Background: an optimization exercise with open tools, aiming at small area. Do not read the settings as production practice. The RTL was checked by simulation tests, not by an equivalence proof against the original design. Power figures rest on the tool's default switching activity, not on a simulated workload.

===== flow/design.v =====
module edge_detector
(
  input clock, reset, din,
  output rising
);
  reg a;
  reg [16:0] Ln;    
  reg old;
  wire [16:0] L = Ln ^ 17'h0aaaa;
  wire lo_zero = ~|L[11:0];
  wire mid_zero = ~|L[15:13];
  wire wrap = lo_zero & mid_zero & ~L[12];              
  wire at13 = lo_zero & mid_zero & L[12] & ~L[16];      
  wire fb = L[16] ^ L[13] ^ wrap;
  wire leave = ~din & old;
  assign rising = ~a & L[0];
  always @(posedge clock or posedge reset)
    if (reset) begin
      a     <= 1'b0;
      Ln[0] <= 1'b0;
    end
    else begin
      a     <= a ? ~leave : L[0];
      Ln[0] <= a ? (fb & ~leave) : (~L[0] & din);
    end
  always @(posedge clock) begin
    Ln[16:1] <= (a ? L[15:0] : 16'd0) ^ 16'h5555;
    old <= a & ~wrap & (old | at13);
  end
endmodule
module dspl_drv_NexysA7
(
  input clock, reset,
  input [3:0] d1, d2, d3, d4,
  output [7:0] an, dec_cat
);
  reg [3:0] div;           
  reg [2:0] dig_selection;
  reg [3:0] selected_dig;
  wire rise = (div == 4'd4);
  always @(posedge clock or posedge reset)
    if (reset) begin
      div           <= 4'd0;
      dig_selection <= 3'd0;
      selected_dig  <= 4'd0;
    end
    else begin
      div <= (div == 4'd9) ? 4'd0 : div + 4'd1;
      if (rise) begin
        dig_selection <= dig_selection + 3'd1;
        case (dig_selection)
          3'd0: selected_dig <= d1;
          3'd1: selected_dig <= d2;
          3'd2: selected_dig <= d3;
          3'd3: selected_dig <= d4;
          default: selected_dig <= 4'd0;
        endcase
      end
    end
  assign an = {4'b1111,
               dig_selection != 3'd4, dig_selection != 3'd3,
               dig_selection != 3'd2, dig_selection != 3'd1};
  reg [6:0] seg;
  always @*
    case (selected_dig)
      4'h0 : seg = 7'b0000001;
      4'h1 : seg = 7'b1001111;
      4'h2 : seg = 7'b0010010;
      4'h3 : seg = 7'b0000110;
      4'h4 : seg = 7'b1001100;
      4'h5 : seg = 7'b0100100;
      4'h6 : seg = 7'b0100000;
      4'h7 : seg = 7'b0001111;
      4'h8 : seg = 7'b0000000;
      4'h9 : seg = 7'b0000100;
      4'hA : seg = 7'b0001000;
      4'hB : seg = 7'b1100000;
      4'hC : seg = 7'b0110001;
      4'hD : seg = 7'b1000010;
      4'hE : seg = 7'b0110000;
      default : seg = 7'b0111000;
    endcase
  assign dec_cat = {seg, 1'b1};
endmodule
module timer
(
  input start,         
  input pause,         
  input stop,          
  input [3:0] min_t, min_u,    
  input [3:0] sec_t, sec_u,
  input reset,
  input clock,
  output [7:0] an,
  output [7:0] dec_cat,
  output done
);
  reg clk_1;
  reg [8:0] cont;
  reg [3:0] mt, mu, su;
  reg [2:0] st;
  reg [1:0] EA;
  wire wrap = (cont == 9'd499);
  wire tick = wrap & ~clk_1;
  always @(posedge clock or posedge reset)
    if (reset) begin
      clk_1 <= 1'b0;
      cont  <= 9'd0;
    end
    else if (wrap) begin
      clk_1 <= ~clk_1;
      cont  <= 9'd0;
    end
    else if (~EA[1])
      cont <= cont + 9'd1;
  wire sec_zero = (st == 3'd0) && (su == 4'd0);
  wire min_zero = (mt == 4'd0) && (mu == 4'd0);
  always @(posedge clock or posedge reset)
    if (reset)
      EA <= 2'd0;
    else
      case (EA)
        2'd0: if (start) EA <= 2'd1;
        2'd1: if (stop || (min_zero && sec_zero)) EA <= 2'd0;
              else if (pause) EA <= 2'd2;
        default: if (pause || start) EA <= 2'd1;
                 else if (stop) EA <= 2'd0;
      endcase
  assign done = (EA == 2'd0);
  always @(posedge clock or posedge reset)
    if (reset) begin
      mt <= 4'd0; mu <= 4'd0;
      st <= 3'd0; su <= 4'd0;
    end
    else if (tick) begin
      if (EA == 2'd0) begin
        if (min_t >= 4'd10) begin mt <= 4'd9; mu <= 4'd9; end
        else begin mt <= min_t; mu <= min_u; end
        if (sec_t >= 4'd6) begin st <= 3'd5; su <= 4'd9; end
        else begin st <= sec_t[2:0]; su <= sec_u; end
      end
      else if (EA == 2'd1) begin
        if (sec_zero) begin
          st <= 3'd5; su <= 4'd9;
          if (min_zero) begin mt <= 4'd12; mu <= 4'd7; end
          else if (mu == 4'd0) begin mt <= mt - 4'd1; mu <= 4'd9; end
          else mu <= mu - 4'd1;
        end
        else if (su == 4'd0) begin st <= st - 3'd1; su <= 4'd9; end
        else su <= su - 4'd1;
      end
    end
  dspl_drv_NexysA7 driver (.reset(reset), .clock(clock),
    .d1(su), .d2({1'b0, st}), .d3(mu), .d4(mt),
    .an(an), .dec_cat(dec_cat));
endmodule
module ctrl_microondas
(
  input start,
  input stop,
  input pause,
  input porta,
  input mais,
  input menos,
  input potencia,
  input [1:0] min_mode,
  input sec_mode,
  input reset,
  input clock,
  output [7:0] an,
  output [7:0] dec_cat,
  output [2:0] potencia_rgb
);
  wire start_ed, pause_ed, stop_ed, mais_ed, menos_ed;
  wire t_pause_ed, done_ed;
  reg [1:0] EA;
  reg [1:0] sel_potencia;
  reg porta_pause;
  reg t_start_ed, t_stop_ed;    
  reg [3:0] min_t, min_u, sec_t, sec_u;
  edge_detector startf (.clock(clock), .reset(reset), .din(start), .rising(start_ed));
  edge_detector pausef (.clock(clock), .reset(reset), .din(pause), .rising(pause_ed));
  edge_detector stopf (.clock(clock), .reset(reset), .din(stop), .rising(stop_ed));
  edge_detector menosf (.clock(clock), .reset(reset), .din(menos), .rising(menos_ed));
  edge_detector maisf (.clock(clock), .reset(reset), .din(mais), .rising(mais_ed));
  edge_detector tpausef (.clock(clock), .reset(reset), .din(porta_pause), .rising(t_pause_ed));
  timer timepp (.clock(clock), .reset(reset), .start(t_start_ed), .pause(t_pause_ed), .stop(t_stop_ed),
                .min_t(min_t), .min_u(min_u), .sec_t(sec_t), .sec_u(sec_u),
                .done(done_ed), .an(an), .dec_cat(dec_cat));
  always @(posedge clock or posedge reset)
    if (reset) begin
      porta_pause <= 1'b0;
      t_start_ed  <= 1'b0;
      t_stop_ed   <= 1'b0;
    end
    else begin
      porta_pause <= pause_ed | porta;
      t_start_ed  <= start_ed;
      t_stop_ed   <= stop_ed;
    end
  always @(posedge clock or posedge reset)
    if (reset)
      EA <= 2'd0;
    else
      case (EA)
        2'd0: if (start_ed) EA <= 2'd3;
        2'd1: if (porta_pause) EA <= 2'd2;
              else if (stop_ed || done_ed) EA <= 2'd0;
        2'd2: if (start_ed || porta_pause) EA <= 2'd1;
        default: if (!done_ed) EA <= 2'd1;
      endcase
  function [7:0] step(input [3:0] t, input [3:0] u, input ten, input up);
    case ({ten, up})
      2'b01:  
        if (t == 4'd12 && u == 4'd7) step = {4'd0, 4'd0};
        else if (u == 4'd9) step = {t + 4'd1, 4'd0};
        else step = {t, u + 4'd1};
      2'b00:  
        if (t == 4'd0 && u == 4'd0) step = {4'd12, 4'd7};
        else if (u == 4'd0) step = {t - 4'd1, 4'd9};
        else step = {t, u - 4'd1};
      2'b11:  
        if (t == 4'd12) step = {4'd0, u + 4'd2};
        else if (t == 4'd11 && u >= 4'd8) step = {4'd0, u - 4'd8};
        else step = {t + 4'd1, u};
      default:  
        if (t != 4'd0) step = {t - 4'd1, u};
        else if (u <= 4'd1) step = {4'd11, u + 4'd8};
        else step = {4'd12, u - 4'd2};
    endcase
  endfunction
  wire sel_min = min_mode[1] | min_mode[0];
  wire ten = min_mode[1] | (~min_mode[0] & sec_mode);
  wire [3:0] op_t = sel_min ? min_t : sec_t;
  wire [3:0] op_u = sel_min ? min_u : sec_u;
  wire [7:0] res = step(op_t, op_u, ten, mais_ed);
  wire go = (mais_ed | menos_ed) & ~potencia;
  wire to99 = min_mode[1] & mais_ed & (min_t >= 4'd9);
  always @(posedge clock or posedge reset)
    if (reset) begin
      {min_t, min_u} <= 8'd0;
      {sec_t, sec_u} <= 8'd0;
    end
    else if (EA == 2'd1) begin
      {min_t, min_u} <= 8'd0;
      {sec_t, sec_u} <= 8'd0;
    end
    else if (go) begin
      if (to99) begin
        {min_t, min_u} <= {4'd9, 4'd9};
        {sec_t, sec_u} <= {4'd5, 4'd9};
      end
      else if (sel_min)
        {min_t, min_u} <= res;
      else
        {sec_t, sec_u} <= res;
    end
  always @(posedge clock or posedge reset)
    if (reset)
      sel_potencia <= 2'd0;
    else if (potencia && EA == 2'd0) begin
      if (mais_ed)
        sel_potencia <= (sel_potencia == 2'd0) ? 2'd1 : 2'd2;
      else if (menos_ed)
        sel_potencia <= (sel_potencia == 2'd2) ? 2'd1 : 2'd0;
    end
  assign potencia_rgb = (EA[0] && !porta_pause) ?
                        {sel_potencia[1], sel_potencia == 2'd1, sel_potencia == 2'd0} : 3'b000;
endmodule

===== flow/run.sh =====
#!/bin/bash
# synth_recipe.tcl (not shown) runs the flow's synth.tcl, then flattens the netlist and writes it again
# the make line also repeats each setting of config.mk as NAME=value (left out here)
make -C /OpenROAD-flow-scripts/flow DESIGN_CONFIG=/design/flow/config.mk WORK_HOME=/design/flow/orfs CLKGATE_MAP_FILE= SYNTH_SCRIPT=/design/flow/synth_recipe.tcl finish

===== flow/config.mk =====
export PLATFORM = sky130hd
export DESIGN_NAME = ctrl_microondas
export DESIGN_NICKNAME = ctrl_microondas
export VERILOG_FILES = /design/flow/design.v
export SDC_FILE = /design/flow/constraint.sdc
export NUM_CORES = 4
export LEC_CHECK = 0
export CAP_MARGIN = 20
export CORE_MARGIN = 2
export CORE_UTILIZATION = 40
export CTS_BUF_LIST = sky130_fd_sc_hd__clkbuf_4 sky130_fd_sc_hd__clkbuf_8
export CTS_CLUSTER_DIAMETER = 60
export CTS_CLUSTER_SIZE = 40
export SLEW_MARGIN = 20

===== flow/constraint.sdc =====
create_clock -name core_clock -period 10.0 [get_ports {clock}]
set_input_delay 2.0000 -clock core_clock [delete_from_list [all_inputs] [get_ports {clock}]]
set_output_delay 2.0000 -clock core_clock [all_outputs]
set_load 0.01 [all_outputs]

==> impl_metrics.csv <==
group,metric,value,unit
timing,clock_skew,0.0100,ns
routing,vias,5779,
cells_and_area,syn_to_final_growth,12.1,%
floorplanning,die_area,0.0207,mm^2
setup_path,path_class,"in2reg",
synthesis,synth_cell_types,81,
grt,grt_usage,15.8,%
setup_path,cp.arrival,5.44,ns
routing,drtIter0Drc,265,
timing,max_freq,0.194,GHz
place,gp_congestion,0.878,
clock_tree,clock_latency,0.45,ns
timing,relSlewSlack,36.2,%
synthesis,synth_top_cell_area_share,26.1,%
floorplanning,fp.dieW,144,um
flow_run,maxCapViolations,0,
timing,slew_viol_final,0,
routing,first_pass_iters,5,
cells_and_area,final_nets,875,
floorplanning,core_area,0.0193,mm^2
routing,wl_per_cell,13.9,um
grt,grt_pass1_vias,5467,
grt,grt_first_pass_wirelength,26100,um
timing,setup_viol,0,
grt,antenna_found_initial,0,
floorplanning,ioPinCount,31,
setup_path,critPathRequiredTime,10.29,ns
cells_and_area,fin_area,0.00876,mm^2
timing,finalCritPeriodShare,51.5,%
run_status,status,"complete, no violations",
synthesis,async_reset_ff_share,41.7,%
floorplanning,start_util,40.4,%
power,ir_drop,103,uV
routing,via_per_inst,5.17,
synthesis,ys_warn_count,4,
floorplanning,die_h,144,um
power,p_per_area,169,mW/mm^2
clock_tree,cts-root-buf,"clkbuf_8",
routing,antenna_left,0,
cells_and_area,diodes,0,
place,portBuffers,25,
synthesis,synth-seq-cells,175,
setup_path,cp-end-kind,"flop",
clock_tree,cts_setup_buffers,0,
place,placed_area,0.00826,mm^2
floorplanning,rows,51,
synthesis,yosys.area.top_type,"dfxtp_1",
clock_tree,cts_resized,0,
synthesis,synth-edff-count,0,
routing,drc_errors,0,
cells_and_area,drive_above_1_share,7.51,%
cells_and_area,fill_cells,1893,
clock_tree,cts_tree,"yes",
synthesis,synthTopCellsByArea,"dfxtp_1 26%, dfrtp_1 23%, nand2_1 5.0%",
clock_tree,cts_max_path_buffers,2,
clock_tree,h-tree-depth,4,
grt,grt.overflow.total,0,
power,finalPower,1.48,mW
synthesis,synth_area,0.00781,mm^2
power,p_leak,3.59,nW
synthesis,yosys_most_used_dff,"dfxtp_1",
timing,tightest_slew,0.956,ns
clock_tree,cts_made_buffers,17,
clock_tree,clk_pin_slew,0.09,ns
setup_path,start_kind,"primary input",
synthesis,ys_top_cells_by_count,"105 x nand2_1, 102 x dfxtp_1, 88 x nor2_1",
clock_tree,clock_sinks,175,
synthesis,synth_most_common_cell,"nand2_1",
clock_tree,cts_hold_repair.buffers,0,
timing,timing.setup.tns,0,ns
synthesis,syn_avg_cell_area,9.49,um^2
setup_path,crit_fanout,17,
hold_path,min_path_type,"reg2reg",
place,dp_hpwl,11000,um
synthesis,syn-instance-count,823,
timing,min_period,5.15,ns
synthesis,yosysSeqAreaShare,49.5,%
routing,drt-total-wl,15600,um
grt,grt_max_degree,74,
timing,finalHoldViolCount,0,
timing,rsz0062_at_grt,"false",
## report_power, final
group | internal (mW) | total [mW] | switching, mW
combinational | 0.0666 | 0.128 | 0.0614
sequential | 0.732 | 0.769 | 0.0365
clock | 0.322 | 0.583 | 0.261
total | 1.12 | 1.48 | 0.359
## stage by stage
step	hold WS [ns]	setup slack, ns	util (%)	std cells
2_1_floorplan	0.361	5.55	-	827
3_3_place_gp	0.367	4.60	42.7	1085
3_5_place_dp	0.368	4.52	42.7	1085
4_1_cts	0.392	5.01	45.3	1117
5_1_grt	0.400	4.69	45.3	1117
6_report	0.390	4.85	45.3	1117
## cells by family after synthesis
logic type | after synthesis | share of synthesized area, %
flip-flops | 175 | 49.5
buffers and inverters | 68 | 3.76
AO/OA/AOI/OAI | 163 | 14.7
XOR/XNOR | 34 | 3.81
other | 1 | 0.0480
multiplexers | 17 | 2.47
AND/OR/NAND/NOR | 341 | 21.8
adder cells (fa/ha/maj) | 24 | 3.84
## flip-flops by register name, summed over array words and instances (netlist names), 9 cells and up
register	cells
tpausef.Ln	17
pausef.Ln	17
maisf.Ln	17
stopf.Ln	17
timepp.cont	9
startf.Ln	17
menosf.Ln	17
## layout by cell type, fill, tap and decap left out, drive strengths merged, types with 6 or more instances in the layout
cell / netlist / routed
o22ai: 9 / 9
a31oi: 8 / 8
nor2b: 42 / 42
ha: 24 / 24
nand4b: 7 / 7
dfrtp: 73 / 73
inv: 32 / 35
dfxtp: 102 / 102
xor2: 13 / 13
nand4: 10 / 10
o21ai: 39 / 39
xnor2: 21 / 21
a21oi: 34 / 34
o31ai: 6 / 6
nand2: 107 / 107
nor3: 17 / 17
nand3: 17 / 17
a22o: 8 / 8
mux2i: 11 / 11
clkbuf: 23 / 20
a22oi: 6 / 6
a32o: 10 / 10
clkdlybuf4s50: 0 / 25
nand2b: 16 / 16
nor4b: 8 / 8
nor2: 90 / 90
## path summary, 6_finish.rpt
path / from / end / slack (ns) / cells past startpoint
setup / recovery: min_mode[1] / sec_t[3] / 4.85 / 10
hold / removal: tpausef.Ln[14] / tpausef.Ln[15] / 0.39 / 1
setup reg to reg: timepp.cont[0] / timepp.mt[2] / 6.97 / 8
hold reg to reg: tpausef.Ln[14] / tpausef.Ln[15] / 0.39 / 1
max in group asynchronous: reset / timepp.mt[1] / 7.22 / 3
min in group asynchronous: reset / startf.Ln[0] / 2.14 / 3
## routing by layer
layer,up-vias,track usage (%),share of wire [%]
li1,2911,-,-
met1,2729,21.6,49
met2,105,24.3,45
met3,34,3.27,3.4
met4,0,6.81,2.5
met5,-,0,0
## cell type report
cell class / count / area [um^2] / share of cell area (%)
flip-flops and latches: 175 / 3870 / 44.2
multi-input cells: 584 / 3660 / 41.8
well taps: 265 / 332 / 3.79
repair buffers: 28 / 273 / 3.12
clock buffers: 20 / 269 / 3.07
clock inverters: 12 / 225 / 2.57
inverters: 33 / 125 / 1.43
## worst max-delay path: stages
cell,delay (ns)
clkdlybuf4s50_1,0.77
or2_1,0.60
mux2_2,0.48
ha_1,0.25
or3b_2,0.19
o22ai_1,0.07
a22oi_1,0.33
o21ai_0,0.19
a221oi_1,0.42
o22ai_1,0.14

-- static timing again, ports no longer ideal --
In the flow no input, the clock included, has a driving cell. The finished layout below was timed again as built, in two steps. Step 1 sets driving cells, clkbuf_16 on the clock port and buf_2 on the other inputs (assumed; they add their load-dependent delay and slew). Step 2 also shifts input and output timing later by t, the mid clock arrival at the registers, as if the neighbouring blocks saw the same clock. Slacks: no drivers / after step 1 / after step 2; pairs: no drivers / after step 1.
t, ns: 0.480
setup slack, ns: 4.854 / 4.868 / 4.388
latest minus earliest clock arrival (ns): 0.010 / 0.010
worst register clock-pin slew, ns: 0.09 / 0.09
After both steps setup and hold are still met in this run. For this run, drivers alone change the setup slack by +0.014 ns; drivers and shift together by -0.466 ns.
